Background: an optimization exercise with open tools, aiming at small area. Do not read the settings as production practice. The RTL was checked by simulation tests, not by an equivalence proof against the original design.

## design/flow/design.v

```verilog
module WallaceTreeMul (A,B,C);
 input [13:0] A, B;
 output reg [27:0] C;
 reg [26:0] C_reg;
always @(*) begin
    C_reg = $signed(A) * $signed(B);
    C = {C_reg[26], C_reg};
end
endmodule
module Kogge_Stone_Rounder #(parameter DATA_WIDTH = 28, OUTPUT_WIDTH = 14) (
    input wire [DATA_WIDTH-1:0] IN,
    output reg [OUTPUT_WIDTH-1:0] OUT
);
wire [OUTPUT_WIDTH-1:0] out_round;
Kogge_Stone_ADDER_14 Stage_Round (IN[23:10], 14'b0, 1'b1, out_round);
always @(*) begin
    if(IN[9] == 1'b1) begin
        OUT = out_round;
    end
    else begin
        OUT = IN[23:10];
    end
end
endmodule
module Kogge_Stone_3IN #(parameter DATA_WIDTH = 14, OUTPUT_WIDTH = 14) (
    input wire [DATA_WIDTH-1:0] IN1,
    input wire [DATA_WIDTH-1:0] IN2,
    input wire [DATA_WIDTH-1:0] IN3,
    output wire [OUTPUT_WIDTH-1:0] RES
);
wire [DATA_WIDTH-1:0] out_1_12;
Kogge_Stone_ADDER_14 Stage1  (IN1, IN2, 1'b0, out_1_12);
Kogge_Stone_ADDER_14 Stage2  (out_1_12, IN3, 1'b0, RES);
endmodule
module Kogge_Stone_5IN #(parameter DATA_WIDTH = 28, OUTPUT_WIDTH = 14) (
    input wire [DATA_WIDTH-1:0] IN1,
    input wire [DATA_WIDTH-1:0] IN2,
    input wire [DATA_WIDTH-1:0] IN3,
    input wire [DATA_WIDTH-1:0] IN4,
    input wire [DATA_WIDTH-1:0] IN5,
    output reg [OUTPUT_WIDTH-1:0] RES
);
wire [DATA_WIDTH-1:0] out_1_12;
wire [DATA_WIDTH-1:0] out_1_34;
wire [DATA_WIDTH-1:0] out_2;
wire [DATA_WIDTH-1:0] out_3;
wire [OUTPUT_WIDTH-1:0] out_3_round;
Kogge_Stone_ADDER_28 Stage1_14_12(IN1, IN2, 1'b0, out_1_12);
Kogge_Stone_ADDER_28 Stage1_14_34(IN3, IN4, 1'b0, out_1_34);
Kogge_Stone_ADDER_28 Stage2      (out_1_12, out_1_34, 1'b0, out_2);
Kogge_Stone_ADDER_28 Stage3      (out_2, IN5, 1'b0, out_3);
Kogge_Stone_ADDER_14 Stage_Round (out_3[23:10], 14'b0, 1'b1, out_3_round);
always @(*) begin
    if(out_3[9] == 1'b1) begin
        RES = out_3_round;
    end
    else begin
        RES = out_3[23:10];
    end
end
endmodule
module Kogge_Stone_ADDER_14 #(parameter DATA_WIDTH = 14, OUTPUT_WIDTH = 14) (
    input wire [DATA_WIDTH-1:0] A,
    input wire [DATA_WIDTH-1:0] B,
    input wire                  Cin,
    output reg [OUTPUT_WIDTH-1:0] S
);
always @(*) begin
    S = A + B + {{(DATA_WIDTH-1){1'b0}}, Cin};
end
endmodule
module Kogge_Stone_ADDER_28 #(parameter DATA_WIDTH = 28, OUTPUT_WIDTH = 28) (
    input wire [DATA_WIDTH-1:0] A,
    input wire [DATA_WIDTH-1:0] B,
    input wire                  Cin,
    output reg [OUTPUT_WIDTH-1:0] S
);
always @(*) begin
    S = A + B + {{(DATA_WIDTH-1){1'b0}}, Cin};
end
endmodule
module Sig_ROM #(parameter DATA_WIDTH = 14, OUTPUT_WIDTH = 28) (
    input wire clk, rst,
    input wire [DATA_WIDTH-1:0] IN_SAM,
    output reg [OUTPUT_WIDTH-1:0] OUTPUT
);
wire [5:0] rom_addr = IN_SAM[12:7];
reg [OUTPUT_WIDTH-1:0] C12_MEM_rd;
always @(*) begin
    case (rom_addr)
        6'd0: C12_MEM_rd = 28'b00000100000000_00001000000000;
        6'd1: C12_MEM_rd = 28'b00000011111110_00001000000000;
        6'd2: C12_MEM_rd = 28'b00000011111010_00001000000001;
        6'd3: C12_MEM_rd = 28'b00000011110100_00001000000011;
        6'd4: C12_MEM_rd = 28'b00000011101101_00001000000111;
        6'd5: C12_MEM_rd = 28'b00000011100100_00001000001101;
        6'd6: C12_MEM_rd = 28'b00000011011010_00001000010100;
        6'd7: C12_MEM_rd = 28'b00000011001111_00001000011110;
        6'd8: C12_MEM_rd = 28'b00000011000011_00001000101001;
        6'd9: C12_MEM_rd = 28'b00000010110111_00001000110111;
        6'd10: C12_MEM_rd = 28'b00000010101011_00001001000110;
        6'd11: C12_MEM_rd = 28'b00000010011111_00001001010111;
        6'd12: C12_MEM_rd = 28'b00000010010011_00001001101001;
        6'd13: C12_MEM_rd = 28'b00000010000111_00001001111100;
        6'd14: C12_MEM_rd = 28'b00000001111100_00001010010000;
        6'd15: C12_MEM_rd = 28'b00000001110001_00001010100100;
        6'd16: C12_MEM_rd = 28'b00000001100111_00001010111001;
        6'd17: C12_MEM_rd = 28'b00000001011101_00001011001101;
        6'd18: C12_MEM_rd = 28'b00000001010100_00001011100001;
        6'd19: C12_MEM_rd = 28'b00000001001100_00001011110101;
        6'd20: C12_MEM_rd = 28'b00000001000100_00001100001000;
        6'd21: C12_MEM_rd = 28'b00000000111101_00001100011010;
        6'd22: C12_MEM_rd = 28'b00000000110111_00001100101100;
        6'd23: C12_MEM_rd = 28'b00000000110001_00001100111101;
        6'd24: C12_MEM_rd = 28'b00000000101100_00001101001100;
        6'd25: C12_MEM_rd = 28'b00000000100111_00001101011011;
        6'd26: C12_MEM_rd = 28'b00000000100011_00001101101001;
        6'd27: C12_MEM_rd = 28'b00000000011111_00001101110110;
        6'd28: C12_MEM_rd = 28'b00000000011011_00001110000010;
        6'd29: C12_MEM_rd = 28'b00000000011000_00001110001101;
        6'd30: C12_MEM_rd = 28'b00000000010110_00001110010111;
        6'd31: C12_MEM_rd = 28'b00000000010011_00001110100001;
        6'd32: C12_MEM_rd = 28'b00000000010001_00001110101001;
        6'd33: C12_MEM_rd = 28'b00000000001111_00001110110001;
        6'd34: C12_MEM_rd = 28'b00000000001101_00001110111001;
        6'd35: C12_MEM_rd = 28'b00000000001100_00001110111111;
        6'd36: C12_MEM_rd = 28'b00000000001010_00001111000110;
        6'd37: C12_MEM_rd = 28'b00000000001001_00001111001011;
        6'd38: C12_MEM_rd = 28'b00000000001000_00001111010000;
        6'd39: C12_MEM_rd = 28'b00000000000111_00001111010101;
        6'd40: C12_MEM_rd = 28'b00000000000110_00001111011001;
        6'd41: C12_MEM_rd = 28'b00000000000110_00001111011101;
        6'd42: C12_MEM_rd = 28'b00000000000101_00001111100000;
        6'd43: C12_MEM_rd = 28'b00000000000100_00001111100100;
        6'd44: C12_MEM_rd = 28'b00000000000100_00001111100110;
        6'd45: C12_MEM_rd = 28'b00000000000011_00001111101001;
        6'd46: C12_MEM_rd = 28'b00000000000011_00001111101011;
        6'd47: C12_MEM_rd = 28'b00000000000011_00001111101101;
        6'd48: C12_MEM_rd = 28'b00000000000010_00001111101111;
        6'd49: C12_MEM_rd = 28'b00000000000010_00001111110001;
        6'd50: C12_MEM_rd = 28'b00000000000010_00001111110010;
        6'd51: C12_MEM_rd = 28'b00000000000010_00001111110100;
        6'd52: C12_MEM_rd = 28'b00000000000001_00001111110101;
        6'd53: C12_MEM_rd = 28'b00000000000001_00001111110110;
        6'd54: C12_MEM_rd = 28'b00000000000001_00001111110111;
        6'd55: C12_MEM_rd = 28'b00000000000001_00001111111000;
        6'd56: C12_MEM_rd = 28'b00000000000001_00001111111001;
        6'd57: C12_MEM_rd = 28'b00000000000001_00001111111010;
        6'd58: C12_MEM_rd = 28'b00000000000001_00001111111010;
        6'd59: C12_MEM_rd = 28'b00000000000001_00001111111011;
        6'd60: C12_MEM_rd = 28'b00000000000001_00001111111011;
        6'd61: C12_MEM_rd = 28'b00000000000000_00001111111100;
        6'd62: C12_MEM_rd = 28'b00000000000000_00001111111100;
        6'd63: C12_MEM_rd = 28'b00000000000000_00001111111100;
        default: C12_MEM_rd = 28'b0;
    endcase
end
always @(*) begin
    OUTPUT = C12_MEM_rd;
end
endmodule
module Sig_ADDER #(parameter DATA_WIDTH_1 = 28, DATA_WIDTH_2 = 14, OUTPUT_WIDTH = 14) (
    input wire clk, rst,
    input wire [DATA_WIDTH_2-1:0] A,
    input wire [DATA_WIDTH_1-1:0] B,
    input wire SIGN,
    output reg [OUTPUT_WIDTH-1:0] OUTPUT
);
wire [27:0] OUTPUT_POS_reg1;
wire [27:0] OUTPUT_NEG_reg1;
wire [13:0] out_round;
Kogge_Stone_ADDER_28 ADDER({ {4{A[13]}}, A, {10{1'b0}}}, B, 1'b0, OUTPUT_POS_reg1);
Kogge_Stone_ADDER_28 ADDER_NEG(28'b0_0000001_00000000000000000000, ~OUTPUT_POS_reg1, 1'b1, OUTPUT_NEG_reg1);
reg [27:0] mux_out;
always @(*) begin
    if(SIGN == 1'b0) begin
        mux_out = OUTPUT_POS_reg1;
    end
    else begin
        mux_out = OUTPUT_NEG_reg1;
    end
end
Kogge_Stone_ADDER_14 Stage_Round_POS (mux_out[23:10], 14'b0, mux_out[9], out_round);
always @(*) begin
    OUTPUT = out_round;
end
endmodule
module Sig_SIGNMOD #(parameter DATA_WIDTH = 14, OUTPUT_WIDTH = 14) (
    input wire [DATA_WIDTH-1:0] IN_SAM,
    output reg [OUTPUT_WIDTH-1:0] OUTPUT
);
wire [DATA_WIDTH-1:0] OUTPUT_reg;
Kogge_Stone_ADDER_14 ADD (14'd0, ~IN_SAM, 1'b1, OUTPUT_reg);
always @(*) begin
    if(IN_SAM[13] == 1'b0) begin
        OUTPUT = IN_SAM;
    end
    else begin
        OUTPUT = OUTPUT_reg;
    end
end
endmodule
module Sig_TOP (
    input wire clk, rst,
    input wire [13:0] IN_SAM,
    output wire [13:0] FINAL_OUTPUT
);
wire [27:0] PROD;
wire [27:0] OUTPUT;
wire [13:0] IN_SAM_reg;
Sig_SIGNMOD SMOD(IN_SAM, IN_SAM_reg);
Sig_ROM ROM(clk, rst, IN_SAM_reg, OUTPUT);
WallaceTreeMul MUL(IN_SAM_reg, OUTPUT[27:14], PROD);
Sig_ADDER ADD(clk, rst, OUTPUT[13:0], PROD, IN_SAM[13],FINAL_OUTPUT);
endmodule
module Kernel_Out_MULT #(parameter DATA_WIDTH = 14, OUTPUT_WIDTH = 14) (
    input wire clk, rst,
    input wire [DATA_WIDTH-1:0] h_1,
    input wire [DATA_WIDTH-1:0] h_2,
    input wire [DATA_WIDTH-1:0] h_3,
    input wire [DATA_WIDTH-1:0] h_4,
    input wire [DATA_WIDTH-1:0] h_5,
    output reg [OUTPUT_WIDTH-1:0] Output_1,
    output reg [OUTPUT_WIDTH-1:0] Output_2,
    output reg [OUTPUT_WIDTH-1:0] Output_3,
    output reg [OUTPUT_WIDTH-1:0] Output_4
);
reg [DATA_WIDTH-1:0] kernel_out_1_1;
reg [DATA_WIDTH-1:0] kernel_out_1_2;
reg [DATA_WIDTH-1:0] kernel_out_1_3;
reg [DATA_WIDTH-1:0] kernel_out_1_4;
reg [DATA_WIDTH-1:0] kernel_out_2_1;
reg [DATA_WIDTH-1:0] kernel_out_2_2;
reg [DATA_WIDTH-1:0] kernel_out_2_3;
reg [DATA_WIDTH-1:0] kernel_out_2_4;
reg [DATA_WIDTH-1:0] kernel_out_3_1;
reg [DATA_WIDTH-1:0] kernel_out_3_2;
reg [DATA_WIDTH-1:0] kernel_out_3_3;
reg [DATA_WIDTH-1:0] kernel_out_3_4;
reg [DATA_WIDTH-1:0] kernel_out_4_1;
reg [DATA_WIDTH-1:0] kernel_out_4_2;
reg [DATA_WIDTH-1:0] kernel_out_4_3;
reg [DATA_WIDTH-1:0] kernel_out_4_4;
reg [DATA_WIDTH-1:0] kernel_out_5_1;
reg [DATA_WIDTH-1:0] kernel_out_5_2;
reg [DATA_WIDTH-1:0] kernel_out_5_3;
reg [DATA_WIDTH-1:0] kernel_out_5_4;
always @(posedge clk or negedge rst) begin
    if(!rst) begin
        kernel_out_1_1 <= 14'b11110101101110;
        kernel_out_1_2 <= 14'b00010001111111;
        kernel_out_1_3 <= 14'b11011111000111;
        kernel_out_1_4 <= 14'b00001111101110;
        kernel_out_2_1 <= 14'b00101100100110;
        kernel_out_2_2 <= 14'b11101111100011;
        kernel_out_2_3 <= 14'b11100001001110;
        kernel_out_2_4 <= 14'b11110101000101;
        kernel_out_3_1 <= 14'b00000100101001;
        kernel_out_3_2 <= 14'b11011111110001;
        kernel_out_3_3 <= 14'b00001001011011;
        kernel_out_3_4 <= 14'b11110110101100;
        kernel_out_4_1 <= 14'b11111100011001;
        kernel_out_4_2 <= 14'b11101111101100;
        kernel_out_4_3 <= 14'b00000001111111;
        kernel_out_4_4 <= 14'b00101111101001;
        kernel_out_5_1 <= 14'b00001111010001;
        kernel_out_5_2 <= 14'b00000111110001;
        kernel_out_5_3 <= 14'b00000011000110;
        kernel_out_5_4 <= 14'b11011100110110;
    end
    else begin
        kernel_out_1_1 <= 14'b11110101101110;
        kernel_out_1_2 <= 14'b00010001111111;
        kernel_out_1_3 <= 14'b11011111000111;
        kernel_out_1_4 <= 14'b00001111101110;
        kernel_out_2_1 <= 14'b00101100100110;
        kernel_out_2_2 <= 14'b11101111100011;
        kernel_out_2_3 <= 14'b11100001001110;
        kernel_out_2_4 <= 14'b11110101000101;
        kernel_out_3_1 <= 14'b00000100101001;
        kernel_out_3_2 <= 14'b11011111110001;
        kernel_out_3_3 <= 14'b00001001011011;
        kernel_out_3_4 <= 14'b11110110101100;
        kernel_out_4_1 <= 14'b11111100011001;
        kernel_out_4_2 <= 14'b11101111101100;
        kernel_out_4_3 <= 14'b00000001111111;
        kernel_out_4_4 <= 14'b00101111101001;
        kernel_out_5_1 <= 14'b00001111010001;
        kernel_out_5_2 <= 14'b00000111110001;
        kernel_out_5_3 <= 14'b00000011000110;
        kernel_out_5_4 <= 14'b11011100110110;
    end
end
localparam OUTPUT_WIDTH_NEW = 28;
wire [OUTPUT_WIDTH_NEW-1:0] h2ko_1_c1_r1;
wire [OUTPUT_WIDTH_NEW-1:0] h2ko_2_c1_r2;
wire [OUTPUT_WIDTH_NEW-1:0] h2ko_3_c1_r3;
wire [OUTPUT_WIDTH_NEW-1:0] h2ko_4_c1_r4;
wire [OUTPUT_WIDTH_NEW-1:0] h2ko_5_c1_r5;
wire [OUTPUT_WIDTH_NEW-1:0] h2ko_1_c2_r1;
wire [OUTPUT_WIDTH_NEW-1:0] h2ko_2_c2_r2;
wire [OUTPUT_WIDTH_NEW-1:0] h2ko_3_c2_r3;
wire [OUTPUT_WIDTH_NEW-1:0] h2ko_4_c2_r4;
wire [OUTPUT_WIDTH_NEW-1:0] h2ko_5_c2_r5;
wire [OUTPUT_WIDTH_NEW-1:0] h2ko_1_c3_r1;
wire [OUTPUT_WIDTH_NEW-1:0] h2ko_2_c3_r2;
wire [OUTPUT_WIDTH_NEW-1:0] h2ko_3_c3_r3;
wire [OUTPUT_WIDTH_NEW-1:0] h2ko_4_c3_r4;
wire [OUTPUT_WIDTH_NEW-1:0] h2ko_5_c3_r5;
wire [OUTPUT_WIDTH_NEW-1:0] h2ko_1_c4_r1;
wire [OUTPUT_WIDTH_NEW-1:0] h2ko_2_c4_r2;
wire [OUTPUT_WIDTH_NEW-1:0] h2ko_3_c4_r3;
wire [OUTPUT_WIDTH_NEW-1:0] h2ko_4_c4_r4;
wire [OUTPUT_WIDTH_NEW-1:0] h2ko_5_c4_r5;
WallaceTreeMul MULT11( kernel_out_1_1, h_1, h2ko_1_c1_r1);
WallaceTreeMul MULT12( kernel_out_2_1, h_2, h2ko_2_c1_r2);
WallaceTreeMul MULT13( kernel_out_3_1, h_3, h2ko_3_c1_r3);
WallaceTreeMul MULT14( kernel_out_4_1, h_4, h2ko_4_c1_r4);
WallaceTreeMul MULT15( kernel_out_5_1, h_5, h2ko_5_c1_r5);
WallaceTreeMul MULT21( kernel_out_1_2, h_1, h2ko_1_c2_r1);
WallaceTreeMul MULT22( kernel_out_2_2, h_2, h2ko_2_c2_r2);
WallaceTreeMul MULT23( kernel_out_3_2, h_3, h2ko_3_c2_r3);
WallaceTreeMul MULT24( kernel_out_4_2, h_4, h2ko_4_c2_r4);
WallaceTreeMul MULT25( kernel_out_5_2, h_5, h2ko_5_c2_r5);
WallaceTreeMul MULT31( kernel_out_1_3, h_1, h2ko_1_c3_r1);
WallaceTreeMul MULT32( kernel_out_2_3, h_2, h2ko_2_c3_r2);
WallaceTreeMul MULT33( kernel_out_3_3, h_3, h2ko_3_c3_r3);
WallaceTreeMul MULT34( kernel_out_4_3, h_4, h2ko_4_c3_r4);
WallaceTreeMul MULT35( kernel_out_5_3, h_5, h2ko_5_c3_r5);
WallaceTreeMul MULT41( kernel_out_1_4, h_1, h2ko_1_c4_r1);
WallaceTreeMul MULT42( kernel_out_2_4, h_2, h2ko_2_c4_r2);
WallaceTreeMul MULT43( kernel_out_3_4, h_3, h2ko_3_c4_r3);
WallaceTreeMul MULT44( kernel_out_4_4, h_4, h2ko_4_c4_r4);
WallaceTreeMul MULT45( kernel_out_5_4, h_5, h2ko_5_c4_r5);
wire [OUTPUT_WIDTH-1:0] Output_1_reg;
wire [OUTPUT_WIDTH-1:0] Output_2_reg;
wire [OUTPUT_WIDTH-1:0] Output_3_reg;
wire [OUTPUT_WIDTH-1:0] Output_4_reg;
Kogge_Stone_5IN ADD_1(h2ko_1_c1_r1, h2ko_2_c1_r2, h2ko_3_c1_r3, h2ko_4_c1_r4, h2ko_5_c1_r5, Output_1_reg);
Kogge_Stone_5IN ADD_2(h2ko_1_c2_r1, h2ko_2_c2_r2, h2ko_3_c2_r3, h2ko_4_c2_r4, h2ko_5_c2_r5, Output_2_reg);
Kogge_Stone_5IN ADD_3(h2ko_1_c3_r1, h2ko_2_c3_r2, h2ko_3_c3_r3, h2ko_4_c3_r4, h2ko_5_c3_r5, Output_3_reg);
Kogge_Stone_5IN ADD_4(h2ko_1_c4_r1, h2ko_2_c4_r2, h2ko_3_c4_r3, h2ko_4_c4_r4, h2ko_5_c4_r5, Output_4_reg);
always @(posedge clk or negedge rst) begin
    if(!rst) begin
        Output_1 <= 14'b0_000_0000000000;
        Output_2 <= 14'b0_000_0000000000;
        Output_3 <= 14'b0_000_0000000000;
        Output_4 <= 14'b0_000_0000000000;
    end
    else begin
        Output_1 <= Output_1_reg;
        Output_2 <= Output_2_reg;
        Output_3 <= Output_3_reg;
        Output_4 <= Output_4_reg;        
    end
end
endmodule
module BIAS_Out_ADD #(parameter DATA_WIDTH = 14, OUTPUT_WIDTH = 14) (
    input wire clk, rst,
    input wire [DATA_WIDTH-1:0] X1,
    input wire [DATA_WIDTH-1:0] X2,
    input wire [DATA_WIDTH-1:0] X3,
    input wire [DATA_WIDTH-1:0] X4,
    output reg [DATA_WIDTH-1:0] O1,
    output reg [DATA_WIDTH-1:0] O2,
    output reg [DATA_WIDTH-1:0] O3,
    output reg [DATA_WIDTH-1:0] O4
);
reg [DATA_WIDTH-1:0] bias_1;
reg [DATA_WIDTH-1:0] bias_2;
reg [DATA_WIDTH-1:0] bias_3;
reg [DATA_WIDTH-1:0] bias_4;
always @(posedge clk or negedge rst) begin
    if(!rst) begin
        bias_1 <= 14'b00000001010101;
        bias_2 <= 14'b11110101001001;
        bias_3 <= 14'b11111101011000;
        bias_4 <= 14'b00001011100100;
    end
    else begin
        bias_1 <= 14'b00000001010101;
        bias_2 <= 14'b11110101001001;
        bias_3 <= 14'b11111101011000;
        bias_4 <= 14'b00001011100100;
    end
end
wire [DATA_WIDTH-1:0] O1_wire;
wire [DATA_WIDTH-1:0] O2_wire;
wire [DATA_WIDTH-1:0] O3_wire;
wire [DATA_WIDTH-1:0] O4_wire;
Kogge_Stone_ADDER_14 ADDER1(bias_1, X1, 1'b0, O1_wire);
Kogge_Stone_ADDER_14 ADDER2(bias_2, X2, 1'b0, O2_wire);
Kogge_Stone_ADDER_14 ADDER3(bias_3, X3, 1'b0, O3_wire);
Kogge_Stone_ADDER_14 ADDER4(bias_4, X4, 1'b0, O4_wire);
always @(posedge clk or negedge rst) begin
    if(!rst) begin
        O1 <= 14'b0_000_0000000000;
        O2 <= 14'b0_000_0000000000;
        O3 <= 14'b0_000_0000000000;
        O4 <= 14'b0_000_0000000000;
    end
    else begin
        O1 <= O1_wire;
        O2 <= O2_wire;
        O3 <= O3_wire;
        O4 <= O4_wire;        
    end
end
endmodule
module OUTPUT_LAYER_TOP #(parameter DATA_WIDTH = 14, OUTPUT_WIDTH = 14) (
    input wire clk, rst,
    input wire valid,
    input wire [DATA_WIDTH-1:0] h_1,
    input wire [DATA_WIDTH-1:0] h_2,
    input wire [DATA_WIDTH-1:0] h_3,
    input wire [DATA_WIDTH-1:0] h_4,
    input wire [DATA_WIDTH-1:0] h_5,
    output wire [OUTPUT_WIDTH-1:0] Output_1,
    output wire [OUTPUT_WIDTH-1:0] Output_2,
    output wire [OUTPUT_WIDTH-1:0] Output_3,
    output wire [OUTPUT_WIDTH-1:0] Output_4
);
reg [DATA_WIDTH-1:0] h_1_reg;
reg [DATA_WIDTH-1:0] h_2_reg;
reg [DATA_WIDTH-1:0] h_3_reg;
reg [DATA_WIDTH-1:0] h_4_reg;
reg [DATA_WIDTH-1:0] h_5_reg;
always @(posedge clk or negedge rst) begin
    if(!rst) begin
        h_1_reg <= 14'b0_000_0000000000;
        h_2_reg <= 14'b0_000_0000000000;
        h_3_reg <= 14'b0_000_0000000000;
        h_4_reg <= 14'b0_000_0000000000;
        h_5_reg <= 14'b0_000_0000000000;        
    end
    else begin
        if(valid == 1'b1) begin
            h_1_reg <= h_1;
            h_2_reg <= h_2;
            h_3_reg <= h_3;
            h_4_reg <= h_4;
            h_5_reg <= h_5;
        end
    end
end
wire [DATA_WIDTH-1:0] internal_1;
wire [DATA_WIDTH-1:0] internal_2;
wire [DATA_WIDTH-1:0] internal_3;
wire [DATA_WIDTH-1:0] internal_4;
wire [DATA_WIDTH-1:0] Output_1_sig;
wire [DATA_WIDTH-1:0] Output_2_sig;
wire [DATA_WIDTH-1:0] Output_3_sig;
wire [DATA_WIDTH-1:0] Output_4_sig;
Kernel_Out_MULT KOM(clk, rst, h_1_reg,
                              h_2_reg,
                              h_3_reg,
                              h_4_reg,
                              h_5_reg,
                              internal_1,
                              internal_2,
                              internal_3,
                              internal_4
);
BIAS_Out_ADD BOA(clk, rst, internal_1,
                           internal_2,
                           internal_3,
                           internal_4,
                           Output_1_sig,
                           Output_2_sig,
                           Output_3_sig,
                           Output_4_sig
);
Sig_TOP SIG1(clk, rst, Output_1_sig, Output_1);
Sig_TOP SIG2(clk, rst, Output_2_sig, Output_2);
Sig_TOP SIG3(clk, rst, Output_3_sig, Output_3);
Sig_TOP SIG4(clk, rst, Output_4_sig, Output_4);
endmodule
module COMP #(parameter DATA_WIDTH = 14, OUTPUT_WIDTH = 2)  (
    input wire clk, rst,
    input wire [DATA_WIDTH-1:0] INX1,
    input wire [DATA_WIDTH-1:0] INX2,
    input wire [DATA_WIDTH-1:0] INX3,
    input wire [DATA_WIDTH-1:0] INX4,
    output reg [OUTPUT_WIDTH-1:0] OUTX
);
wire COM12;
wire COM13;
wire COM14;
wire COM21;
wire COM23;
wire COM24;
wire COM32;
wire COM31;
wire COM34;
wire COM42;
wire COM43;
wire COM41;
AgreaterB SUB1_2(INX1, INX2, COM12);
AgreaterB SUB1_3(INX1, INX3, COM13);
AgreaterB SUB1_4(INX1, INX4, COM14);
AgreaterB SUB2_1(INX2, INX2, COM21);
AgreaterB SUB2_3(INX2, INX3, COM23);
AgreaterB SUB2_4(INX2, INX4, COM24);
AgreaterB SUB3_2(INX3, INX2, COM32);
AgreaterB SUB3_1(INX3, INX3, COM31);
AgreaterB SUB3_4(INX3, INX4, COM34);
AgreaterB SUB4_2(INX4, INX2, COM42);
AgreaterB SUB4_3(INX4, INX3, COM43);
AgreaterB SUB4_1(INX4, INX4, COM41);
reg [3:0] MUXSEL;
always @(*) begin
    MUXSEL[0] = COM12 & COM13 & COM14;
    MUXSEL[1] = COM21 & COM23 & COM24;
    MUXSEL[2] = COM32 & COM31 & COM34;
    MUXSEL[3] = COM42 & COM43 & COM41;
end
reg [OUTPUT_WIDTH-1:0] OUTX_reg;
always @(*) begin
    case (MUXSEL)
        4'b0001: begin
            OUTX_reg = 2'b00;
        end 
        4'b0010: begin
            OUTX_reg = 2'b01;
        end 
        4'b0100: begin
            OUTX_reg = 2'b10;
        end 
        4'b1000: begin
            OUTX_reg = 2'b11;
        end 
        default: begin
            OUTX_reg = 2'b00;
        end
    endcase
end
always @(posedge clk or negedge rst) begin
    if(!rst) begin
        OUTX <= 2'b00;
    end
    else begin
        OUTX <= OUTX_reg;
    end
end
endmodule
module AgreaterB #(parameter DATA_WIDTH = 14) (
    input wire [DATA_WIDTH-1:0] A,
    input wire [DATA_WIDTH-1:0] B,
    output reg                  OUTX
);
wire [DATA_WIDTH-1:0] RES;
Kogge_Stone_ADDER_14 SUBER(A, ~B, 1'b1, RES);
always @(*) begin
    if(RES[13] == 1'b0) begin
        OUTX = 1'b1;
    end
    else begin
        OUTX = 1'b0;
    end
end
endmodule
module LSTM_HEAD (
    input  wire        clk,
    input  wire        rst,
    input  wire        valid,
    input  wire [13:0] h_1,
    input  wire [13:0] h_2,
    input  wire [13:0] h_3,
    input  wire [13:0] h_4,
    input  wire [13:0] h_5,
    output wire [1:0]  OUTX,
    output wire [13:0] SCORE_1,
    output wire [13:0] SCORE_2,
    output wire [13:0] SCORE_3,
    output wire [13:0] SCORE_4
);
OUTPUT_LAYER_TOP DENSE(clk, rst, valid,
                                 h_1,
                                 h_2,
                                 h_3,
                                 h_4,
                                 h_5,
                                 SCORE_1,
                                 SCORE_2,
                                 SCORE_3,
                                 SCORE_4
);
COMP CMP(clk, rst, SCORE_1,
                   SCORE_2,
                   SCORE_3,
                   SCORE_4,
                   OUTX
);
endmodule
```

## design/flow/run.sh

```bash
#!/bin/bash
# synth_recipe.tcl (not shown) runs the flow's synth.tcl, then flattens the netlist and writes it again
# the make line also repeats each setting of config.mk as NAME=value (left out here)
make -C /OpenROAD-flow-scripts/flow DESIGN_CONFIG=/design/flow/config.mk WORK_HOME=/design/flow/orfs CLKGATE_MAP_FILE= SYNTH_SCRIPT=/design/flow/synth_recipe.tcl finish
```

## design/flow/config.mk

```make
export PLATFORM = sky130hd
export DESIGN_NAME = LSTM_HEAD
export DESIGN_NICKNAME = LSTM_HEAD
export VERILOG_FILES = /design/flow/design.v
export SDC_FILE = /design/flow/constraint.sdc
export NUM_CORES = 4
export LEC_CHECK = 0
export CAP_MARGIN = 20
export CORE_MARGIN = 2
export CORE_UTILIZATION = 40
export SLEW_MARGIN = 20
```

## design/flow/constraint.sdc

```tcl
create_clock -name core_clock -period 20.0 [get_ports {clk}]
set_input_delay 4.0000 -clock core_clock [delete_from_list [all_inputs] [get_ports {clk}]]
set_output_delay 4.0000 -clock core_clock [all_outputs]
set_load 0.01 [all_outputs]
```

==> out/metrics.csv <==
metric,value,unit
status,no timing/DRC/antenna violations,
ys_async_sr_fraction,1.00,
multi_input_area,84100,um2
fillers,24471,
synth_fa_ha_area_frac,0.612,
setup_viol,0,
postSynthCellCount,10707,
final_nets,14608,
grtUsageMet1,0.345,
ys_ff_latch,184,
hold_depth,0,
met3_usage,0.0370,
final-max-slew-violation-count,0,
max_cap_violations,0,
maxSlewHeadroom,0.175,
synth_cell_types,94,
synth_seq_area_share,0.0460,
place_hpwl,283,mm
core_area,249000,um2
crit_arrival,13.80,ns
reg2reg_depth,47,
fin_cells,14187,
holdBufCountCts,0,
drt_iter0_drc,5493,
syn_avg_cell_area,9.35,um2
cts_buffers,17,
path_common_cell,fa_1,
vias_per_cell,5.15,
grt_max_degree,74,
grt_util_met2,0.410,
clk_pin_slew,0.11,ns
portBuffers,130,
grtUsageTotal,0.260,
synth.largest_area_cell,fa_1,
fp-row-count,183,
clk_path_buf_depth,2,
htreeDepth,4,
cp_slowest_cell,a2111oi_0,
crit_path_end_kind,output pin,
postRouteAntennaNets,0,
synth_top_area_frac,0.401,
synth_compound_area_frac,0.0806,
fmax,56.2,MHz
cpPeakStageDelay,0.91,ns
first_pass_iters,6,
vias,73121,
yosys-top-cells-area,"fa_1, ha_1, inv_1",
wl_per_cell,23.0,um
worst_ep_required_time,16.00,ns
cts.sinks,184,
antenna_found_initial,7,
cp-start-kind,register,
cts_root_buffer,clkbuf_16,
rsz0062_at_grt,no,
worstSetupPathType,reg2out,
min_period,17.80,ns
io_pins,131,
synth_mux_area_frac,0.00414,
cp_max_fo,19,
synthSimpleGateAreaFrac,0.0803,
seqCellArea,4610,um2
drt-total-wl,327,mm
fin_setup_tns,0,ns
cts_tree,built,
die-area,254000,um2
hold_viol_final,0,
die_h,504,um
grt_pass1_wl,496,mm
syn_area,100000,um2
drive_above_1_share,0.0281,
top_usage_layer,met2,
hp-class,reg2reg,
synthXorXnorAreaFrac,0.0598,
synth_top_family_by_area,adder cells,
place_congestion,0.990,
area_delta_synth_final,6.68,%
post-cts-setup-buffer-count,0,
grt_pass1_vias,78043,
initial_core_util,0.402,
ys.flop_type,dfrtp_1,
cts_resized,0,
insertion_delay,0.58,ns
worstMarginPinSlew,1.21,ns
grt.overflow.total,0,
drc,0,
die_w,504,um
ys_warn_count,12,
min_period_over_period,0.890,
skew,0.0389,ns
synth_edf_count,0,
dp.cells,14153,
cells by family after synthesis:
logic type                 after synthesis
adders and majority gates             3695
buffers and inverters                 3125
AOI/OAI and AO/OA                     1257
muxes                                   39
other                                    2
DFF                                    184
and+or+nand+nor                       1729
xor gates and xnor gates               676
Yosys cell counts (29+ instances only):
| cell | number |
|---|---|
| o21bai_1 | 35 |
| a21oi_1 | 310 |
| a31oi_1 | 44 |
| nor2_1 | 674 |
| clkbuf_1 | 160 |
| or3_1 | 46 |
| ha_1 | 1689 |
| dfrtp_1 | 184 |
| nor2b_1 | 55 |
| nor3_1 | 112 |
| inv_1 | 2925 |
| o21a_1 | 37 |
| xor2_1 | 210 |
| xnor2_1 | 460 |
| nand3_1 | 114 |
| a21o_1 | 113 |
| nand2b_1 | 84 |
| a211oi_1 | 38 |
| o211ai_1 | 52 |
| or2_2 | 60 |
| a21boi_0 | 42 |
| and3_1 | 42 |
| and2_1 | 33 |
| nand2_1 | 397 |
| fa_1 | 2004 |
| o21ai_0 | 354 |
| mux2i_1 | 29 |
cells in the final DEF, fill, tap and decap left out, drive strengths merged, types with 84 or more instances in the layout:
cell type,count
inv,2934
fa,2004
ha,1689
nor2,675
xnor2,463
nand2,397
o21ai,357
a21oi,310
xor2,211
dfrtp,184
buf,141
clkdlybuf4s50,128
nand3,114
nor3,114
a21o,113
nand2b,84
metrics by stage:
stage           util  cell area, um2  hold WS [ns]  setup WS (ns)
2_1_floorplan      -          100000         0.331           5.16
3_3_place_gp   0.427          106000         0.339           3.13
3_5_place_dp   0.427          106000         0.335           2.80
4_1_cts        0.429          107000         0.353           2.10
5_1_grt        0.429          107000         0.372           1.21
6_report       0.429          107000         0.351           2.20
area by class of cell:
type | count | share of cell area
Clock inverter | 15 | 0.00190
Tap cell | 3330 | 0.0390
Antenna cell | 2 | 0.0000468
Inverter | 2934 | 0.103
Multi-Input combinational cell | 7436 | 0.787
Clock buffer | 17 | 0.00398
Timing Repair Buffer | 269 | 0.0220
Sequential cell | 184 | 0.0432
layer usage:
metal / wire (um) / vias up / part of all wire
li1: - / 33292 / -
met1: 138000 / 37125 / 0.42
met2: 146000 / 2292 / 0.45
met3: 19400 / 412 / 0.059
met4: 22600 / 0 / 0.069
met5: 0 / - / 0
worst max-delay path, delay by kind of cell, from the launching register on:
| kind | cells | cell delay [ns] |
|---|---|---|
| adders and majority gates | 9 | 3.88 |
| AOI/OAI and AO/OA | 11 | 3.41 |
| and+or+nand+nor | 6 | 1.95 |
| buffers and inverters | 6 | 1.79 |
| xor gates and xnor gates | 3 | 1.56 |
| DFF | 1 | 0.64 |
final timing paths:
| check | from | endpoint | slack [ns] |
|---|---|---|---|
| min reg2reg | DENSE.KOM.Output_4[0] | DENSE.BOA.O4[0] | 0.35 |
| max | DENSE.BOA.O1[0] | SCORE_1[12] | 2.20 |
| max reg2reg | DENSE.BOA.O4[4] | CMP.OUTX[0] | 4.70 |
| max in group asynchronous | rst | DENSE.BOA.O3[4] | 14.90 |
| min | DENSE.KOM.Output_4[0] | DENSE.BOA.O4[0] | 0.35 |
| min in group asynchronous | rst | DENSE.h_2_reg[11] | 3.37 |

[static timing again, ports no longer ideal]
How much do the figures lean on ideal ports? The routed layout below was timed once more, with nothing changed but the port constraints.
Step 1, drivers: a clkbuf_16 drives clk and a buf_2 each remaining input, both assumed.
Step 2 also shifts input and output timing later by t, the mid clock arrival at the registers, as if the neighbouring blocks saw the same clock.
Slacks: no drivers / after step 1 / after step 2; pairs: no drivers / after step 1.
t, ns: 0.649
setup WS [ns]: 2.199 / 2.109 / 2.758
slew at the worst register clock pin (ns): 0.12 / 0.12
pins driven straight from the clock port: 1
After both steps setup and hold are still met in this run. The setup slack of this run moves by -0.090 ns with the drivers and by +0.559 ns with both steps.
